Source: an optimization exercise on an open RTL-to-GDS flow (aim: small area and a short achievable clock period). Production flows keep margins and buffers that such runs may drop.
In this exercise RTL edits were held to simulation tests only and were not proved equivalent to the original.

==> run a <==
==> flow/design.v (excerpt) <==
module IDCT_4(
input clk,
input reset_n,
input [15:0] coeffLevel_0,coeffLevel_1,coeffLevel_2,coeffLevel_3,
input [15:0] coeffLevel_4,coeffLevel_5,coeffLevel_6,coeffLevel_7,
input [15:0] coeffLevel_8,coeffLevel_9,coeffLevel_10,coeffLevel_11,
input [15:0] coeffLevel_12,coeffLevel_13,coeffLevel_14,coeffLevel_15,
input [5:0] QPy,input [5:0] QPc,
input [4:0] intra4x4_pred_num,intra16_pred_num,
input [2:0] residual_intra4x4_state,residual_intra16_state,residual_inter_state,
output  [15:0] twod_output_00,twod_output_01,twod_output_02,twod_output_03,
output  [15:0] twod_output_10,twod_output_11,twod_output_12,twod_output_13,
output  [15:0] twod_output_20,twod_output_21,twod_output_22,twod_output_23,
output  [15:0] twod_output_30,twod_output_31,twod_output_32,twod_output_33,
output idct_end
);
assign idct_end = 1'b1;
wire p16_31 = &intra16_pred_num;
wire [4:0] blk = p16_31 ? intra4x4_pred_num : intra16_pred_num;
  ...
clock: 14.0 ns
lec_check: 0
cap_margin: 40
core_margin: 2
core_utilization: 25
place_density: 0.45
slew_margin: 40
run.sh (not shown) runs the stock make flow with config.mk's settings and CLKGATE_MAP_FILE= SYNTH_SCRIPT=/design/flow/synth_recipe.tcl, a recipe that flattens the netlist after the stock synthesis.
==> inputs of run b, as changes to run a <==
--- a/flow/design.v
+++ b/flow/design.v
@@ -56,26 +56,42 @@
 		3'd4: begin v0 = 16; v1 = 20; v2 = 25; end
 		3'd5: begin v0 = 18; v1 = 23; v2 = 29; end
 		default: begin v0 = 0; v1 = 0; v2 = 0; end
 	endcase
 wire [3:0] ldc_len = (qdiv == 0) ? 4'd2 : (qdiv == 1) ? 4'd1 : qdiv - 4'd2;
 wire [3:0] cdc_len = (qdiv == 0) ? 4'd1 : qdiv - 4'd1;
 wire ldc_left = !(QPy < 12);
 wire cdc_left = !(QPc < 6);
-reg [4:0] L0_q, L1_q, L2_q;
+function [6:0] lcode;
+	input [4:0] L;
+	case (L)
+		10: lcode = {2'd1, 2'd1, 1'b0, 1'b0, 1'b0};    
+		11: lcode = {2'd1, 2'd1, 1'b0, 1'b1, 1'b0};    
+		13: lcode = {2'd1, 2'd2, 1'b0, 1'b1, 1'b0};    
+		14: lcode = {2'd2, 2'd1, 1'b1, 1'b0, 1'b0};    
+		16: lcode = {2'd2, 2'd0, 1'b0, 1'b0, 1'b0};    
+		18: lcode = {2'd2, 2'd1, 1'b0, 1'b0, 1'b0};    
+		20: lcode = {2'd2, 2'd2, 1'b0, 1'b0, 1'b0};    
+		23: lcode = {2'd2, 2'd3, 1'b0, 1'b1, 1'b1};    
+		25: lcode = {2'd2, 2'd3, 1'b0, 1'b1, 1'b0};    
+		29: lcode = {2'd3, 2'd2, 1'b1, 1'b1, 1'b0};    
+		default: lcode = 7'd0;
+	endcase
+endfunction
+reg [6:0] lc0_q, lc1_q, lc2_q;
 reg [3:0] s_q, s0_q;
 reg [1:0] r0_q;
 reg left0_q;
 reg ac_q, cdc_q, cb_q, p31_q;
 reg [3:0] ridx_q;
 always @(posedge clk) begin
-	L0_q <= v0;
-	L1_q <= v1;
-	L2_q <= v2;
+	lc0_q <= lcode(v0);
+	lc1_q <= lcode(v1);
+	lc2_q <= lcode(v2);
 	s_q <= qdiv;
 	if (!ac) begin
 		left0_q <= 1'b1;
 		s0_q <= qdiv;
 		r0_q <= 2'd0;
 	end else if (chroma) begin
 		left0_q <= cdc_left;
 		s0_q <= cdc_left ? cdc_len : 4'd0;
@@ -100,61 +116,97 @@
 		5'd25: ridx_q <= 4'd15;
 		default: ridx_q <= blk[3:0];
 	endcase
 end
 wire in_idct = (residual_intra4x4_state == 3'd3) || (residual_intra16_state == 3'd3) ||
                (residual_inter_state == 3'd3);
 wire ldc = p31_q && (residual_intra16_state != 3'd0);    
 wire dc = ldc || cdc_q;
-reg [20:0] dcs [0:15];
-wire [20:0] dc_rd = dcs[ridx_q];
+reg [19:0] dcs [0:15];    
+wire [20:0] dc_rd = {dcs[ridx_q][19], dcs[ridx_q]};
 wire [15:0] c [0:15];
 assign c[0]=coeffLevel_0;   assign c[1]=coeffLevel_1;   assign c[2]=coeffLevel_2;   assign c[3]=coeffLevel_3;
 assign c[4]=coeffLevel_4;   assign c[5]=coeffLevel_5;   assign c[6]=coeffLevel_6;   assign c[7]=coeffLevel_7;
 assign c[8]=coeffLevel_8;   assign c[9]=coeffLevel_9;   assign c[10]=coeffLevel_10; assign c[11]=coeffLevel_11;
 assign c[12]=coeffLevel_12; assign c[13]=coeffLevel_13; assign c[14]=coeffLevel_14; assign c[15]=coeffLevel_15;
 function integer zz;
 	input integer p;
 	case (p)
 		0: zz = 0;  1: zz = 1;  2: zz = 5;  3: zz = 6;
 		4: zz = 2;  5: zz = 4;  6: zz = 7;  7: zz = 12;
 		8: zz = 3;  9: zz = 8;  10: zz = 11; 11: zz = 13;
 		12: zz = 9; 13: zz = 10; 14: zz = 14; 15: zz = 15;
 		default: zz = 0;
 	endcase
 endfunction
+function [20:0] lmul;
+	input [20:0] a;
+	input [6:0] lc;
+	reg [20:0] t1, t2, t3;
+	begin
+		case (lc[6:5])
+			2'd1: t1 = {a[17:0], 3'd0};
+			2'd2: t1 = {a[16:0], 4'd0};
+			2'd3: t1 = {a[15:0], 5'd0};
+			default: t1 = 21'd0;
+		endcase
+		case (lc[4:3])
+			2'd1: t2 = {a[19:0], 1'd0};
+			2'd2: t2 = {a[18:0], 2'd0};
+			2'd3: t2 = {a[17:0], 3'd0};
+			default: t2 = 21'd0;
+		endcase
+		if (lc[2]) t2 = ~t2;
+		t3 = lc[1] ? a : 21'd0;
+		if (lc[0]) t3 = ~t3;
+		lmul = (t1 ^ t2 ^ t3) + {((t1 & t2) | (t1 & t3) | (t2 & t3)), lc[2] | lc[0]};
+	end
+endfunction
 wire [20:0] X [0:15];
+wire [20:0] XH [0:15];    
 genvar i, j;
 generate
 	for (i = 0; i < 4; i = i + 1) begin : row
 		for (j = 0; j < 4; j = j + 1) begin : col
-			wire [4:0] L = ((i % 2) + (j % 2) == 0) ? L0_q : ((i % 2) + (j % 2) == 1) ? L1_q : L2_q;
+			wire [6:0] lc = ((i % 2) + (j % 2) == 0) ? lc0_q : ((i % 2) + (j % 2) == 1) ? lc1_q : lc2_q;
 			if (4 * i + j == 0) begin : p0
 				wire [20:0] raw = {{5{c[0][15]}}, c[0]};
 				wire [20:0] min = ac_q ? dc_rd : raw;
-				wire signed [20:0] prod = min * {16'd0, L};
+				wire signed [20:0] prod = lmul(min, lc);
 				wire [20:0] sc = left0_q ? (prod <<< s0_q) : (prod >>> r0_q);
 				assign X[0] = dc ? raw : sc + 21'd32;
 			end else begin : pn
 				wire [15:0] cin = ac_q ? c[zz(4 * i + j) - 1] : c[zz(4 * i + j)];
-				wire [20:0] prod = {{5{cin[15]}}, cin} * {16'd0, L};
+				wire [20:0] prod = lmul({{5{cin[15]}}, cin}, lc);
 				wire [20:0] sc = prod <<< s_q;
 				assign X[4 * i + j] = dc ? {{5{cin[15]}}, cin} : sc;
+				assign XH[4 * i + j] = dc ? {{5{cin[15]}}, cin} : {sc[20], sc[20:1]};
 			end
 		end
 	end
 endgenerate
+function [41:0] cs42;
+	input [20:0] a, b, c, d;
+	input k1, k2;
+	reg [20:0] s1, c1, s2, c2;
+	begin
+		s1 = a ^ b ^ c;
+		c1 = {((a & b) | (a & c) | (b & c)), k1};
+		s2 = s1 ^ c1 ^ d;
+		c2 = {((s1 & c1) | (s1 & d) | (c1 & d)), k2};
+		cs42 = {s2, c2};
+	end
+endfunction
 reg [20:0] T_q [0:15];
 reg had_q, wl_q, wcb_q, wcr_q;
 generate
 	for (i = 0; i < 4; i = i + 1) begin : rbf
 		wire [20:0] D0 = X[4*i], D1 = X[4*i+1], D2 = X[4*i+2], D3 = X[4*i+3];
-		wire [20:0] D1s = dc ? D1 : {D1[20], D1[20:1]};
-		wire [20:0] D3s = dc ? D3 : {D3[20], D3[20:1]};
+		wire [20:0] D1s = XH[4*i+1], D3s = XH[4*i+3];
 		always @(posedge clk) begin
 			T_q[4*i]   <= D0 + D2;
 			T_q[4*i+1] <= D0 - D2;
 			T_q[4*i+2] <= D1s - D3;
 			T_q[4*i+3] <= D1 + D3s;
 		end
 	end
 endgenerate
@@ -175,18 +227,27 @@
 		assign R[4*i+1] = T_q[4*i+1] + T_q[4*i+2];
 		assign R[4*i+2] = T_q[4*i+1] - T_q[4*i+2];
 		assign R[4*i+3] = T_q[4*i]   - T_q[4*i+3];
 	end
 endgenerate
 wire [20:0] Y [0:15];
 generate
 	for (j = 0; j < 4; j = j + 1) begin : cbf
-		butterfly b (.D0(R[j]), .D1(R[4+j]), .D2(R[8+j]), .D3(R[12+j]),
-		             .F0(Y[j]), .F1(Y[4+j]), .F2(Y[8+j]), .F3(Y[12+j]), .IsHadamard(had_q));
+		wire [20:0] D0 = R[j], D1 = R[4+j], D2 = R[8+j], D3 = R[12+j];
+		wire [20:0] D1s = had_q ? D1 : {D1[20], D1[20:1]};
+		wire [20:0] D3s = had_q ? D3 : {D3[20], D3[20:1]};
+		wire [41:0] P0 = cs42(D0, D2, D1, D3s, 1'b0, 1'b0);
+		wire [41:0] P1 = cs42(D0, ~D2, ~D3, D1s, 1'b1, 1'b1);
+		wire [41:0] P2 = cs42(D0, ~D2, D3, ~D1s, 1'b1, 1'b1);
+		wire [41:0] P3 = cs42(D0, D2, ~D1, ~D3s, 1'b1, 1'b1);
+		assign Y[j]    = P0[41:21] + P0[20:0];
+		assign Y[4+j]  = P1[41:21] + P1[20:0];
+		assign Y[8+j]  = P2[41:21] + P2[20:0];
+		assign Y[12+j] = P3[41:21] + P3[20:0];
 	end
 endgenerate
 assign twod_output_00 = {Y[0][20],  Y[0][20:6]};
 assign twod_output_01 = {Y[1][20],  Y[1][20:6]};
 assign twod_output_02 = {Y[2][20],  Y[2][20:6]};
 assign twod_output_03 = {Y[3][20],  Y[3][20:6]};
 assign twod_output_10 = {Y[4][20],  Y[4][20:6]};
 assign twod_output_11 = {Y[5][20],  Y[5][20:6]};
@@ -211,29 +272,12 @@
 	endcase
 endfunction
 generate
 	for (i = 0; i < 16; i = i + 1) begin : dcw
 		localparam CB = (i == 0 || i == 6 || i == 8 || i == 14);
 		localparam CR = (i == 1 || i == 7 || i == 9 || i == 15);
 		always @(posedge clk)
 			if (wl_q || (CB && wcb_q) || (CR && wcr_q))
-				dcs[i] <= Y[dmap(i)];
+				dcs[i] <= Y[dmap(i)][19:0];
 	end
 endgenerate
 endmodule
-module butterfly (D0,D1,D2,D3,F0,F1,F2,F3,IsHadamard);
-	input [20:0] D0,D1,D2,D3;
-	input IsHadamard;
-	output [20:0] F0,F1,F2,F3;
-	wire [20:0] T0,T1,T2,T3;
-	wire [20:0] D1_scale,D3_scale;
-	assign D1_scale = (IsHadamard == 1'b1)? D1:{D1[20],D1[20:1]};
-	assign D3_scale = (IsHadamard == 1'b1)? D3:{D3[20],D3[20:1]};
-	assign T0 = D0 + D2;
-	assign T1 = D0 - D2;
-	assign T2 = D1_scale - D3;
-	assign T3 = D1 + D3_scale;
-	assign F0 = T0 + T3;
-	assign F1 = T1 + T2;
-	assign F2 = T1 - T2;
-	assign F3 = T0 - T3;
-endmodule
==> flow/flow/run.sh (new file) <==
#!/bin/bash
# The standard layout, except that the port buffers are plain buffers
# (sky130_fd_sc_hd__buf_4) rather than the delay buffers buffer_ports picks
# by default. Every port still gets its own buffer. The make output, which
# holds every tool's output, goes to standard.log; ORFS also keeps each
# step's log under orfs/logs.
set -euo pipefail
bash standard.sh BUFFER_PORTS_ARGS="-buffer_cell sky130_fd_sc_hd__buf_4" finish > standard.log 2>&1
==> flow/standard.sh (new file) <==
#!/bin/bash
# synth_recipe.tcl (not shown) runs the flow's synth.tcl, then flattens the netlist and writes it again
# the make line also repeats each setting of config.mk as NAME=value (left out here)
make -C /OpenROAD-flow-scripts/flow DESIGN_CONFIG=/design/flow/config.mk WORK_HOME=/design/flow/orfs CLKGATE_MAP_FILE= SYNTH_SCRIPT=/design/flow/synth_recipe.tcl "${@:-finish}"
ABC_AREA = 1   (was default)
CAP_MARGIN = 20   (was 40)
CORE_UTILIZATION = 45   (was 25)
PLACE_DENSITY = 0.6   (was 0.45)
SETUP_SLACK_MARGIN = 5   (was default)
SLEW_MARGIN = 20   (was 40)
removed: flow/run.sh
==> inputs of run c, as changes to run a <==
--- a/flow/design.v
+++ b/flow/design.v
@@ -56,26 +56,42 @@
 		3'd4: begin v0 = 16; v1 = 20; v2 = 25; end
 		3'd5: begin v0 = 18; v1 = 23; v2 = 29; end
 		default: begin v0 = 0; v1 = 0; v2 = 0; end
 	endcase
 wire [3:0] ldc_len = (qdiv == 0) ? 4'd2 : (qdiv == 1) ? 4'd1 : qdiv - 4'd2;
 wire [3:0] cdc_len = (qdiv == 0) ? 4'd1 : qdiv - 4'd1;
 wire ldc_left = !(QPy < 12);
 wire cdc_left = !(QPc < 6);
-reg [4:0] L0_q, L1_q, L2_q;
+function [6:0] lcode;
+	input [4:0] L;
+	case (L)
+		10: lcode = {2'd1, 2'd1, 1'b0, 1'b0, 1'b0};    
+		11: lcode = {2'd1, 2'd1, 1'b0, 1'b1, 1'b0};    
+		13: lcode = {2'd1, 2'd2, 1'b0, 1'b1, 1'b0};    
+		14: lcode = {2'd2, 2'd1, 1'b1, 1'b0, 1'b0};    
+		16: lcode = {2'd2, 2'd0, 1'b0, 1'b0, 1'b0};    
+		18: lcode = {2'd2, 2'd1, 1'b0, 1'b0, 1'b0};    
+		20: lcode = {2'd2, 2'd2, 1'b0, 1'b0, 1'b0};    
+		23: lcode = {2'd2, 2'd3, 1'b0, 1'b1, 1'b1};    
+		25: lcode = {2'd2, 2'd3, 1'b0, 1'b1, 1'b0};    
+		29: lcode = {2'd3, 2'd2, 1'b1, 1'b1, 1'b0};    
+		default: lcode = 7'd0;
+	endcase
+endfunction
+reg [6:0] lc0_q, lc1_q, lc2_q;
 reg [3:0] s_q, s0_q;
 reg [1:0] r0_q;
 reg left0_q;
 reg ac_q, cdc_q, cb_q, p31_q;
 reg [3:0] ridx_q;
 always @(posedge clk) begin
-	L0_q <= v0;
-	L1_q <= v1;
-	L2_q <= v2;
+	lc0_q <= lcode(v0);
+	lc1_q <= lcode(v1);
+	lc2_q <= lcode(v2);
 	s_q <= qdiv;
 	if (!ac) begin
 		left0_q <= 1'b1;
 		s0_q <= qdiv;
 		r0_q <= 2'd0;
 	end else if (chroma) begin
 		left0_q <= cdc_left;
 		s0_q <= cdc_left ? cdc_len : 4'd0;
@@ -100,61 +116,97 @@
 		5'd25: ridx_q <= 4'd15;
 		default: ridx_q <= blk[3:0];
 	endcase
 end
 wire in_idct = (residual_intra4x4_state == 3'd3) || (residual_intra16_state == 3'd3) ||
                (residual_inter_state == 3'd3);
 wire ldc = p31_q && (residual_intra16_state != 3'd0);    
 wire dc = ldc || cdc_q;
-reg [20:0] dcs [0:15];
-wire [20:0] dc_rd = dcs[ridx_q];
+reg [19:0] dcs [0:15];    
+wire [20:0] dc_rd = {dcs[ridx_q][19], dcs[ridx_q]};
 wire [15:0] c [0:15];
 assign c[0]=coeffLevel_0;   assign c[1]=coeffLevel_1;   assign c[2]=coeffLevel_2;   assign c[3]=coeffLevel_3;
 assign c[4]=coeffLevel_4;   assign c[5]=coeffLevel_5;   assign c[6]=coeffLevel_6;   assign c[7]=coeffLevel_7;
 assign c[8]=coeffLevel_8;   assign c[9]=coeffLevel_9;   assign c[10]=coeffLevel_10; assign c[11]=coeffLevel_11;
 assign c[12]=coeffLevel_12; assign c[13]=coeffLevel_13; assign c[14]=coeffLevel_14; assign c[15]=coeffLevel_15;
 function integer zz;
 	input integer p;
 	case (p)
 		0: zz = 0;  1: zz = 1;  2: zz = 5;  3: zz = 6;
 		4: zz = 2;  5: zz = 4;  6: zz = 7;  7: zz = 12;
 		8: zz = 3;  9: zz = 8;  10: zz = 11; 11: zz = 13;
 		12: zz = 9; 13: zz = 10; 14: zz = 14; 15: zz = 15;
 		default: zz = 0;
 	endcase
 endfunction
+function [20:0] lmul;
+	input [20:0] a;
+	input [6:0] lc;
+	reg [20:0] t1, t2, t3;
+	begin
+		case (lc[6:5])
+			2'd1: t1 = {a[17:0], 3'd0};
+			2'd2: t1 = {a[16:0], 4'd0};
+			2'd3: t1 = {a[15:0], 5'd0};
+			default: t1 = 21'd0;
+		endcase
+		case (lc[4:3])
+			2'd1: t2 = {a[19:0], 1'd0};
+			2'd2: t2 = {a[18:0], 2'd0};
+			2'd3: t2 = {a[17:0], 3'd0};
+			default: t2 = 21'd0;
+		endcase
+		if (lc[2]) t2 = ~t2;
+		t3 = lc[1] ? a : 21'd0;
+		if (lc[0]) t3 = ~t3;
+		lmul = (t1 ^ t2 ^ t3) + {((t1 & t2) | (t1 & t3) | (t2 & t3)), lc[2] | lc[0]};
+	end
+endfunction
 wire [20:0] X [0:15];
+wire [20:0] XH [0:15];    
 genvar i, j;
 generate
 	for (i = 0; i < 4; i = i + 1) begin : row
 		for (j = 0; j < 4; j = j + 1) begin : col
-			wire [4:0] L = ((i % 2) + (j % 2) == 0) ? L0_q : ((i % 2) + (j % 2) == 1) ? L1_q : L2_q;
+			wire [6:0] lc = ((i % 2) + (j % 2) == 0) ? lc0_q : ((i % 2) + (j % 2) == 1) ? lc1_q : lc2_q;
 			if (4 * i + j == 0) begin : p0
 				wire [20:0] raw = {{5{c[0][15]}}, c[0]};
 				wire [20:0] min = ac_q ? dc_rd : raw;
-				wire signed [20:0] prod = min * {16'd0, L};
+				wire signed [20:0] prod = lmul(min, lc);
 				wire [20:0] sc = left0_q ? (prod <<< s0_q) : (prod >>> r0_q);
 				assign X[0] = dc ? raw : sc + 21'd32;
 			end else begin : pn
 				wire [15:0] cin = ac_q ? c[zz(4 * i + j) - 1] : c[zz(4 * i + j)];
-				wire [20:0] prod = {{5{cin[15]}}, cin} * {16'd0, L};
+				wire [20:0] prod = lmul({{5{cin[15]}}, cin}, lc);
 				wire [20:0] sc = prod <<< s_q;
 				assign X[4 * i + j] = dc ? {{5{cin[15]}}, cin} : sc;
+				assign XH[4 * i + j] = dc ? {{5{cin[15]}}, cin} : {sc[20], sc[20:1]};
 			end
 		end
 	end
 endgenerate
+function [41:0] cs42;
+	input [20:0] a, b, c, d;
+	input k1, k2;
+	reg [20:0] s1, c1, s2, c2;
+	begin
+		s1 = a ^ b ^ c;
+		c1 = {((a & b) | (a & c) | (b & c)), k1};
+		s2 = s1 ^ c1 ^ d;
+		c2 = {((s1 & c1) | (s1 & d) | (c1 & d)), k2};
+		cs42 = {s2, c2};
+	end
+endfunction
 reg [20:0] T_q [0:15];
 reg had_q, wl_q, wcb_q, wcr_q;
 generate
 	for (i = 0; i < 4; i = i + 1) begin : rbf
 		wire [20:0] D0 = X[4*i], D1 = X[4*i+1], D2 = X[4*i+2], D3 = X[4*i+3];
-		wire [20:0] D1s = dc ? D1 : {D1[20], D1[20:1]};
-		wire [20:0] D3s = dc ? D3 : {D3[20], D3[20:1]};
+		wire [20:0] D1s = XH[4*i+1], D3s = XH[4*i+3];
 		always @(posedge clk) begin
 			T_q[4*i]   <= D0 + D2;
 			T_q[4*i+1] <= D0 - D2;
 			T_q[4*i+2] <= D1s - D3;
 			T_q[4*i+3] <= D1 + D3s;
 		end
 	end
 endgenerate
@@ -175,18 +227,27 @@
 		assign R[4*i+1] = T_q[4*i+1] + T_q[4*i+2];
 		assign R[4*i+2] = T_q[4*i+1] - T_q[4*i+2];
 		assign R[4*i+3] = T_q[4*i]   - T_q[4*i+3];
 	end
 endgenerate
 wire [20:0] Y [0:15];
 generate
 	for (j = 0; j < 4; j = j + 1) begin : cbf
-		butterfly b (.D0(R[j]), .D1(R[4+j]), .D2(R[8+j]), .D3(R[12+j]),
-		             .F0(Y[j]), .F1(Y[4+j]), .F2(Y[8+j]), .F3(Y[12+j]), .IsHadamard(had_q));
+		wire [20:0] D0 = R[j], D1 = R[4+j], D2 = R[8+j], D3 = R[12+j];
+		wire [20:0] D1s = had_q ? D1 : {D1[20], D1[20:1]};
+		wire [20:0] D3s = had_q ? D3 : {D3[20], D3[20:1]};
+		wire [41:0] P0 = cs42(D0, D2, D1, D3s, 1'b0, 1'b0);
+		wire [41:0] P1 = cs42(D0, ~D2, ~D3, D1s, 1'b1, 1'b1);
+		wire [41:0] P2 = cs42(D0, ~D2, D3, ~D1s, 1'b1, 1'b1);
+		wire [41:0] P3 = cs42(D0, D2, ~D1, ~D3s, 1'b1, 1'b1);
+		assign Y[j]    = P0[41:21] + P0[20:0];
+		assign Y[4+j]  = P1[41:21] + P1[20:0];
+		assign Y[8+j]  = P2[41:21] + P2[20:0];
+		assign Y[12+j] = P3[41:21] + P3[20:0];
 	end
 endgenerate
 assign twod_output_00 = {Y[0][20],  Y[0][20:6]};
 assign twod_output_01 = {Y[1][20],  Y[1][20:6]};
 assign twod_output_02 = {Y[2][20],  Y[2][20:6]};
 assign twod_output_03 = {Y[3][20],  Y[3][20:6]};
 assign twod_output_10 = {Y[4][20],  Y[4][20:6]};
 assign twod_output_11 = {Y[5][20],  Y[5][20:6]};
@@ -211,29 +272,12 @@
 	endcase
 endfunction
 generate
 	for (i = 0; i < 16; i = i + 1) begin : dcw
 		localparam CB = (i == 0 || i == 6 || i == 8 || i == 14);
 		localparam CR = (i == 1 || i == 7 || i == 9 || i == 15);
 		always @(posedge clk)
 			if (wl_q || (CB && wcb_q) || (CR && wcr_q))
-				dcs[i] <= Y[dmap(i)];
+				dcs[i] <= Y[dmap(i)][19:0];
 	end
 endgenerate
 endmodule
-module butterfly (D0,D1,D2,D3,F0,F1,F2,F3,IsHadamard);
-	input [20:0] D0,D1,D2,D3;
-	input IsHadamard;
-	output [20:0] F0,F1,F2,F3;
-	wire [20:0] T0,T1,T2,T3;
-	wire [20:0] D1_scale,D3_scale;
-	assign D1_scale = (IsHadamard == 1'b1)? D1:{D1[20],D1[20:1]};
-	assign D3_scale = (IsHadamard == 1'b1)? D3:{D3[20],D3[20:1]};
-	assign T0 = D0 + D2;
-	assign T1 = D0 - D2;
-	assign T2 = D1_scale - D3;
-	assign T3 = D1 + D3_scale;
-	assign F0 = T0 + T3;
-	assign F1 = T1 + T2;
-	assign F2 = T1 - T2;
-	assign F3 = T0 - T3;
-endmodule
==> flow/flow/run.sh (new file) <==
#!/bin/bash
# The standard layout, except that the port buffers are plain buffers
# (sky130_fd_sc_hd__buf_2) rather than the delay buffers buffer_ports picks
# by default. Every port still gets its own buffer. The make output, which
# holds every tool's output, goes to standard.log; ORFS also keeps each
# step's log under orfs/logs.
set -euo pipefail
bash standard.sh BUFFER_PORTS_ARGS="-buffer_cell sky130_fd_sc_hd__buf_2" finish > standard.log 2>&1
==> flow/standard.sh (new file) <==
#!/bin/bash
# synth_recipe.tcl (not shown) runs the flow's synth.tcl, then flattens the netlist and writes it again
# the make line also repeats each setting of config.mk as NAME=value (left out here)
make -C /OpenROAD-flow-scripts/flow DESIGN_CONFIG=/design/flow/config.mk WORK_HOME=/design/flow/orfs CLKGATE_MAP_FILE= SYNTH_SCRIPT=/design/flow/synth_recipe.tcl "${@:-finish}"
ABC_AREA = 1   (was default)
CAP_MARGIN = 20   (was 40)
CORE_UTILIZATION = 50   (was 25)
PLACE_DENSITY = 0.62   (was 0.45)
SETUP_SLACK_MARGIN = 4   (was default)
SLEW_MARGIN = 20   (was 40)
removed: flow/run.sh
==> comparison table <==
Outcome: run b complete, no violations; run c complete, no violations; run a complete, no violations
Share of the final layout cell area in multi-input gates: run b 69.6%; run c 71.1%; run a 71.9%
Antenna violations before repair: run b 104; run c 76; run a 73
Fraction of the mapped netlist area in simple logic gates: run b 17.1%; run c 17.1%; run a 17.6%
Number of optimization iterations in the first detailed-route pass: run b 8; run c 9; run a 6
Number of flip-flops and latches in the synthesized netlist: run b 695; run c 695; run a 705
Number of nets produced by synthesis: run b 21,600; run c 21,600; run a 21,300
Most common cell after layout, fill and taps aside: run b nand2_1; run c nand2_1; run a inv_1
Cell type contributing the most total cell area after synthesis: run b fa_1; run c fa_1; run a ha_1
RSZ-0062 raised after global routing: run b true; run c true; run a false
Peak fanout along the critical path: run b 4; run c 4; run a 5
End-of-flow core utilization: run b 55.2%; run c 54.6%; run a 27.9%
Number of standard cells in the layout, taps in and fillers out: run b 23,700; run c 22,700; run a 26,000
Most common cell in the synthesized netlist: run b nand2_1; run c nand2_1; run a inv_1
Clk tree area frac: run b 1.77%; run c 2.07%; run a 1.78%
Measured slew at the worst slew-check pin: run b 1230 ps; run c 1300 ps; run a 1080 ps
Setup WS pre-CTS: run b 3830 ps; run c 3890 ps; run a 1610 ps
Share of async-settable or async-resettable flops after synthesis: run b 0.432%; run c 0.432%; run a 0.426%
Testbench counts of run a, summed over its fixed seeds: idct cycles 12,641.
Testbench counts of run b, summed over its fixed seeds: idct cycles 12,641.
Testbench counts of run c, summed over its fixed seeds: idct cycles 12,641.

what the ideal ports hide:
No port has a modelled driver above. Below, the same layouts with a new extraction and two added sets of constraints.
Step 1 (the two cells are an assumption about what drives the block):
set clk [get_ports {clk}]
set_driving_cell -lib_cell sky130_fd_sc_hd__clkbuf_16 $clk
set_driving_cell -lib_cell sky130_fd_sc_hd__buf_2 [delete_from_list [all_inputs] $clk]
Step 2 also shifts input and output timing later by t, the mid clock arrival at the registers, as if the neighbouring blocks saw the same clock.
Slacks: ideal / step 1 / step 2; pairs: ideal / step 1.
run	t (ns)	setup slack, ns	hold slack, ns	worst setup path at the end	cell pins on the clock port's net
run a	0.837	1.949 / 1.850 / 1.624	0.479 / 0.479 / 0.479	input to register	1
run b	0.839	4.688 / 4.577 / 4.333	0.412 / 0.412 / 0.412	input to register	1
run c	0.837	3.936 / 3.830 / 3.548	0.405 / 0.405 / 0.405	input to register	1
After both steps every run listed still meets setup and hold. The setup slack of run c, which loses most, moves by -0.106 ns with the drivers and by -0.388 ns with both steps.
